From an optimization exercise on the open Yosys and OpenROAD flow, aimed at small area; shortcuts taken in it are not production practice.
Function was checked by simulation only, so behaviour that the tests miss may differ from the original.

exp/quartz:
// FullyConnectedLayer
module FullyConnectedLayer #(
    parameter N = 8,              
    parameter M = 4               
) (
    input clk,                    
    input rst_n,                  
    input [N*8-1:0] input_data,      
    input [M*N*8-1:0] weights,       
    input [M*8-1:0] biases,          
    output reg [M*8-1:0] output_data   
);
  wire d1;
  wire d2;
  wire d3;
  wire p4;
  wire p5;
  wire h6;
  wire p7;
  wire h8;
  wire p9;
  wire h10;
  wire p11;
  wire h12;
  wire p13;
  wire h14;
  wire p15;
  wire h16;
  wire p17;
  wire h18;
  wire p19;
  wire p20;
  wire d21;
  wire d22;
  wire d23;
  wire p24;
  wire p25;
  wire h26;
  wire p27;
  wire h28;
  wire p29;
  wire h30;
  wire p31;
  wire h32;
  wire p33;
  wire h34;
  wire p35;
  wire h36;
  wire p37;
  wire h38;
  wire p39;
  wire p40;
  wire d41;
  wire d42;
  wire d43;
  wire p44;
  wire p45;
  wire h46;
  wire p47;
  wire h48;
  wire p49;
  wire h50;
  wire p51;
  wire h52;
  wire p53;
  wire h54;
  wire p55;
  wire h56;
  wire p57;
  wire h58;
  wire p59;
  wire p60;
  wire d61;
  wire d62;
  wire d63;
  wire p64;
  wire p65;
  wire h66;
  wire p67;
  wire h68;
  wire p69;
  wire h70;
  wire p71;
  wire h72;
  wire p73;
  wire h74;
  wire p75;
  wire h76;
  wire p77;
  wire h78;
  wire p79;
  wire p80;
  wire d81;
  wire d82;
  wire d83;
  wire p84;
  wire p85;
  wire h86;
  wire p87;
  wire h88;
  wire p89;
  wire h90;
  wire p91;
  wire h92;
  wire p93;
  wire h94;
  wire p95;
  wire h96;
  wire p97;
  wire h98;
  wire p99;
  wire p100;
  wire d101;
  wire d102;
  wire d103;
  wire p104;
  wire p105;
  wire h106;
  wire p107;
  wire h108;
  wire p109;
  wire h110;
  wire p111;
  wire h112;
  wire p113;
  wire h114;
  wire p115;
  wire h116;
  wire p117;
  wire h118;
  wire p119;
  wire p120;
  wire d121;
  wire d122;
  wire d123;
  wire p124;
  wire p125;
  wire h126;
  wire p127;
  wire h128;
  wire p129;
  wire h130;
  wire p131;
  wire h132;
  wire p133;
  wire h134;
  wire p135;
  wire h136;
  wire p137;
  wire h138;
  wire p139;
  wire p140;
  wire d141;
  wire d142;
  wire d143;
  wire p144;
  wire p145;
  wire h146;
  wire p147;
  wire h148;
  wire p149;
  wire h150;
  wire p151;
  wire h152;
  wire p153;
  wire h154;
  wire p155;
  wire h156;
  wire p157;
  wire h158;
  wire p159;
  wire p160;
  wire d161;
  wire d162;
  wire d163;
  ...
==> module ADD8, before the edit <==
module ADD8 (input [7:0] a, input [7:0] b, output [7:0] s);
  wire [4:0] lo = {1'b0, a[3:0]} + {1'b0, b[3:0]} + 5'd1;
  wire [3:0] hi = a[7:4] + b[7:4] + {3'b0, lo[4]};
  assign s = ~{hi, lo[3:0]};
endmodule
export LEC_CHECK = 0
export CAP_MARGIN = 20
export CORE_MARGIN = 2
export CORE_UTILIZATION = 45
export SLEW_MARGIN = 20
export SYNTH_HIERARCHICAL = 1
create_clock -name core_clock -period 12.0 [get_ports {clk}]
standard.sh (not shown) runs the stock make flow with config.mk's settings and CLKGATE_MAP_FILE= SYNTH_SCRIPT=/design/flow/synth_recipe.tcl, a recipe that flattens the netlist after the stock synthesis.
==> flow/flow/run.sh <==
#!/bin/bash
# Own layout flow: the standard flow (standard.sh), with two changes:
#  1. after the standard synthesis, combinational cells that synthesis mapped at a
#     higher drive strength are put back to the smallest drive strength of the
#     same function (the later timing repair sizes up whatever needs it);
#  2. the port buffers that placement adds use the smallest buffer cell.
set -euo pipefail
R=orfs/results/sky130hd/FullyConnectedLayer/base
PORTBUF="BUFFER_PORTS_ARGS=-buffer_cell sky130_fd_sc_hd__buf_1"
bash standard.sh "$PORTBUF" synth > flow_synth.log 2>&1
python3 flow/downsize.py $R/1_2_yosys.v > flow_downsize.log 2>&1
rm -f $R/1_synth.odb $R/1_synth.sdc
bash standard.sh "$PORTBUF" finish > flow_finish.log 2>&1
==> flow/flow/downsize.py <==
"""Rewrite a mapped sky130hd netlist in place: each combinational cell whose type has a
smaller drive strength of the same function (same pins) is changed to the smallest one.
Flip-flops, buffers, inverters, clock cells and tie cells are left alone."""
import re
import sys

path = sys.argv[1]
src = open(path).read()
SMALLEST = {
    'a21boi': '0', 'a21oi': '1', 'a21o': '1', 'a22oi': '1', 'a22o': '1', 'a211oi': '1',
    'a211o': '1', 'a31oi': '1', 'a31o': '1', 'a311oi': '1', 'a311o': '1', 'a41oi': '1',
    'and2': '0', 'and3': '1', 'and4': '1', 'nand2': '1', 'nand3': '1', 'nand4': '1',
    'nand2b': '1', 'nand3b': '1', 'nor2': '1', 'nor3': '1', 'nor4': '1', 'nor2b': '1',
    'nor3b': '1', 'nor4b': '1', 'o21ai': '0', 'o21a': '1', 'o21bai': '1', 'o211ai': '1',
    'o211a': '1', 'o22ai': '1', 'o22a': '1', 'o31ai': '1', 'o31a': '1', 'o311a': '1',
    'o311ai': '0', 'or2': '0', 'or3': '1', 'or4': '1', 'xor2': '1', 'xnor2': '1',
    'xnor3': '1', 'xor3': '1', 'mux2i': '1', 'mux2': '1', 'maj3': '1', 'fa': '1', 'ha': '1',
    'a2111oi': '0', 'a221oi': '1', 'a222oi': '1',
}
count = {}


def repl(m):
    base, size = m.group(1), m.group(2)
    if base in SMALLEST and size != SMALLEST[base]:
        count[m.group(0)] = count.get(m.group(0), 0) + 1
        return 'sky130_fd_sc_hd__%s_%s ' % (base, SMALLEST[base])
    return m.group(0)


out = re.sub(r'\bsky130_fd_sc_hd__([a-z0-9]+)_(\d+) ', repl, src)
open(path, 'w').write(out)
for k, v in sorted(count.items()):
    print(v, k)
The following lists how exp/yarrow was set up differently from exp/quartz:
--- a/flow/design.v
+++ b/flow/design.v
@@ -8836,7 +8836,5 @@
 endmodule
 module ADD8 (input [7:0] a, input [7:0] b, output [7:0] s);
-  wire [4:0] lo = {1'b0, a[3:0]} + {1'b0, b[3:0]} + 5'd1;
-  wire [3:0] hi = a[7:4] + b[7:4] + {3'b0, lo[4]};
-  assign s = ~{hi, lo[3:0]};
+  assign s = ~(a + b + 8'd1);
 endmodule
 module TRIPLE (input [7:0] x, output [9:0] t);
==> comparison <==
In the tables for exp/yarrow and exp/quartz, die area reads lower with exp/quartz.
Delta(worst path arrival time, exp/yarrow - exp/quartz) < 0
The critical path data required time of exp/yarrow is lower than that of exp/quartz.
Relative to exp/quartz, final antenna diode count has gone down in exp/yarrow.
Summary: with exp/quartz as the reference, largest net degree at the start of global routing in exp/yarrow moved down by a few percent.
Summary of exp/yarrow over exp/quartz: pre-CTS setup slack moved up, via count now smaller, final design area excluding fillers now sits at about the same level, portion of the clock cycle consumed by the worst path in the final layout went down 0.32 points.
Per the comparison of exp/yarrow with exp/quartz, area of the placeable core went up; area used by multi-input combinational logic went up; wire length of the first global-routing pass went down.

---

Setup of lane 4:
Another version of the RTL of FullyConnectedLayer (not shown whole).
For scale: roughly 4100 cells after synthesis, ~390 I/O pins.
// FullyConnectedLayer
module FullyConnectedLayer #(
    parameter N = 8,              
    parameter M = 4               
) (
    input clk,                    
    input rst_n,                  
    input [N*8-1:0] input_data,      
    input [M*N*8-1:0] weights,       
    input [M*8-1:0] biases,          
    output reg [M*8-1:0] output_data   
);
  wire d1;
  wire d2;
  wire d3;
  wire p4;
  wire p5;
  wire h6;
  wire p7;
  wire h8;
  wire p9;
  wire h10;
  wire p11;
  wire h12;
  wire p13;
  wire h14;
  wire p15;
  wire h16;
  wire p17;
  wire h18;
  wire p19;
  wire p20;
  wire d21;
  wire d22;
  wire d23;
  wire p24;
  wire p25;
  wire h26;
  wire p27;
  wire h28;
  wire p29;
  wire h30;
  wire p31;
  wire h32;
  wire p33;
  wire h34;
  wire p35;
  wire h36;
  wire p37;
  wire h38;
  wire p39;
  wire p40;
  wire d41;
  wire d42;
  wire d43;
  wire p44;
  wire p45;
  wire h46;
  wire p47;
  wire h48;
  wire p49;
  wire h50;
  wire p51;
  wire h52;
  wire p53;
  wire h54;
  wire p55;
  wire h56;
  wire p57;
  wire h58;
  wire p59;
  wire p60;
  wire d61;
  wire d62;
  wire d63;
  wire p64;
  wire p65;
  wire h66;
  wire p67;
  wire h68;
  wire p69;
  wire h70;
  wire p71;
  wire h72;
  wire p73;
  wire h74;
  wire p75;
  wire h76;
  wire p77;
  wire h78;
  wire p79;
  wire p80;
  wire d81;
  ...
==> module TRIPLE, before the edit <==
module TRIPLE (input [7:0] x, output [9:0] t);
  wire [2:0] a = {1'b0, x[1:0]} + {1'b0, x[0], 1'b0};
  wire [2:0] b = {1'b0, x[3:2]} + {1'b0, x[2:1]} + {2'b0, a[2]};
  wire [2:0] c = {1'b0, x[5:4]} + {1'b0, x[4:3]} + {2'b0, b[2]};
  wire [3:0] d = {2'b0, x[7:6]} + {1'b0, x[7:5]} + {3'b0, c[2]};
  assign t = {d, c[1:0], b[1:0], a[1:0]};
endmodule
Settings: LEC_CHECK=0, CAP_MARGIN=20, CORE_MARGIN=2, CORE_UTILIZATION=45, SLEW_MARGIN=20, SYNTH_HIERARCHICAL=1; clock period 12.0 ns.
Scripts as last shown in full above: flow/flow/run.sh, flow/flow/downsize.py
Lane 4: flow completed, timing, DRC and antenna clean
> inputs changed (lane 4 -> lane 5)
--- a/flow/design.v
+++ b/flow/design.v
@@ -8832,17 +8832,17 @@
   assign y = ~((a1 & a2) | ~bn);
 endmodule
 module PPSEL2 (input d2, input d3, input b, input c, output y);
   assign y = ~((d2 & b) | (d3 & c));
 endmodule
 module ADD8 (input [7:0] a, input [7:0] b, output [7:0] s);
-  wire [4:0] lo = {1'b0, a[3:0]} + {1'b0, b[3:0]} + 5'd1;
-  wire [3:0] hi = a[7:4] + b[7:4] + {3'b0, lo[4]};
-  assign s = ~{hi, lo[3:0]};
+  wire [3:0] lo = {1'b0, a[2:0]} + {1'b0, b[2:0]} + 4'd1;
+  wire [3:0] mi = {1'b0, a[5:3]} + {1'b0, b[5:3]} + {3'b0, lo[3]};
+  wire [1:0] hi = a[7:6] + b[7:6] + {1'b0, mi[3]};
+  assign s = ~{hi, mi[2:0], lo[2:0]};
 endmodule
 module TRIPLE (input [7:0] x, output [9:0] t);
-  wire [2:0] a = {1'b0, x[1:0]} + {1'b0, x[0], 1'b0};
-  wire [2:0] b = {1'b0, x[3:2]} + {1'b0, x[2:1]} + {2'b0, a[2]};
-  wire [2:0] c = {1'b0, x[5:4]} + {1'b0, x[4:3]} + {2'b0, b[2]};
-  wire [3:0] d = {2'b0, x[7:6]} + {1'b0, x[7:5]} + {3'b0, c[2]};
-  assign t = {d, c[1:0], b[1:0], a[1:0]};
+  wire [3:0] a = {1'b0, x[2:0]} + {1'b0, x[1:0], 1'b0};
+  wire [3:0] b = {1'b0, x[5:3]} + {1'b0, x[4:2]} + {3'b0, a[3]};
+  wire [3:0] c = {2'b0, x[7:6]} + {1'b0, x[7:5]} + {3'b0, b[3]};
+  assign t = {c, b[2:0], a[2:0]};
 endmodule
Notes after the runs:
Comparing lane 5 against lane 4, there is no change at all in number of antenna repair diodes. Diff lane 4..lane 5 | maximum clock insertion buffer count | unchanged. On worst relative slew slack: lane 5 sits above lane 4. Across both runs, biggest cell delay along the critical path was higher for lane 5 than for lane 4. Looking only at share of the cycle needed by the critical path after routing, and setting everything else aside, the higher value of lane 5 and lane 4 goes to lane 4. Design area in lane 5 is 0.89% above lane 4. The register fraction of the total cell area of lane 5 and that of lane 4 are within noise of each other. Worst-path maximum fanout, lane 5 and lane 4, lower one = lane 4.

---

== the reference run ==
FullyConnectedLayer, a different RTL version from the one above (not shown whole).
For scale: roughly 390 I/O pins, ~0.044 mm² of cells after synthesis.
==> module TRIPLE, before the edit <==
module TRIPLE (input [7:0] x, output [9:0] t);
  wire [4:0] lo = {1'b0, x[3:0]} + {1'b0, x[2:0], 1'b0};
  wire [5:0] hi = {2'b0, x[7:4]} + {1'b0, x[7:3]} + {5'b0, lo[4]};
  assign t = {hi, lo[3:0]};
endmodule
clock: 12.0 ns
lec_check: 0
cap_margin: 20
core_margin: 2
core_utilization: 45
slew_margin: 20
synth_hierarchical: 1
Scripts as last shown in full above: flow/flow/run.sh, flow/flow/downsize.py
In summary, the reference run completed successfully, with a layout that passed the timing, DRC and antenna checks.
> inputs changed (the reference run -> the trial run)
--- a/flow/design.v
+++ b/flow/design.v
@@ -8972,9 +8972,7 @@
 endmodule
 module ADD8 (input [7:0] a, input [7:0] b, output [7:0] s);
   assign s = ~(a + b + 8'd1);
 endmodule
 module TRIPLE (input [7:0] x, output [9:0] t);
-  wire [4:0] lo = {1'b0, x[3:0]} + {1'b0, x[2:0], 1'b0};
-  wire [5:0] hi = {2'b0, x[7:4]} + {1'b0, x[7:3]} + {5'b0, lo[4]};
-  assign t = {hi, lo[3:0]};
+  assign t = {2'b00, x} + {1'b0, x, 1'b0};
 endmodule
- Delta (the trial run minus the reference run): longest individual stage delay on the worst path shows an increase of 0.44 ns, critical path arrival shows a reduction of 0.25 ns.
- As far as post-synthesis to final-layout area growth is concerned, the reference run and the trial run perform about the same.
- The trial run vs. the reference run: global-route usage rose 1.4 points; wire length rose about 4%; clock transition time at the flip-flop clock pins of the worst setup and hold paths about even.
- Measured against each other, the reference run and the trial run differ in critical path depth, the lower figure coming from the trial run.

## separate check: timing with driven ports
In the flow no input, the clock included, has a driving cell. The finished layouts below were timed again as built, in two steps.
Step 1: set_driving_cell puts a clkbuf_16 on clk and a buf_2 on each other input, an assumption about the parent block.
Step 2, shift: input delay + t, output delay - t, t = (earliest + latest rising clock arrival at the registers) / 2. This alone moves slack from input paths to output paths.
a / b / c = no drivers / after step 1 / after step 2; a / b = the first two.
run	t (ns)	setup slack, ns	hold slack, ns	worst register clock-pin slew, ns	worst data-port slew with drivers (ns)
exp/quartz	0.455	0.899 / 0.956 / 0.501	2.161 / 2.102 / 2.557	0.11 / 0.11	0.19
exp/yarrow	0.416	0.937 / 0.981 / 0.565	2.139 / 2.086 / 2.503	0.08 / 0.08	0.22
lane 4	0.442	0.422 / 0.472 / 0.030	2.149 / 2.101 / 2.543	0.07 / 0.07	0.19
lane 5	0.429	0.919 / 0.973 / 0.544	2.213 / 2.159 / 2.588	0.06 / 0.06	0.17
the reference run	0.414	0.347 / 0.391 / -0.024	2.180 / 2.135 / 2.549	0.07 / 0.07	0.20
the trial run	0.443	0.618 / 0.674 / 0.231	2.178 / 2.125 / 2.568	0.08 / 0.08	0.18
Met with ideal ports but missed after step 2: setup timing in the reference run. For exp/quartz, which loses most, drivers alone change the setup slack by +0.057 ns; drivers and shift together by -0.398 ns.
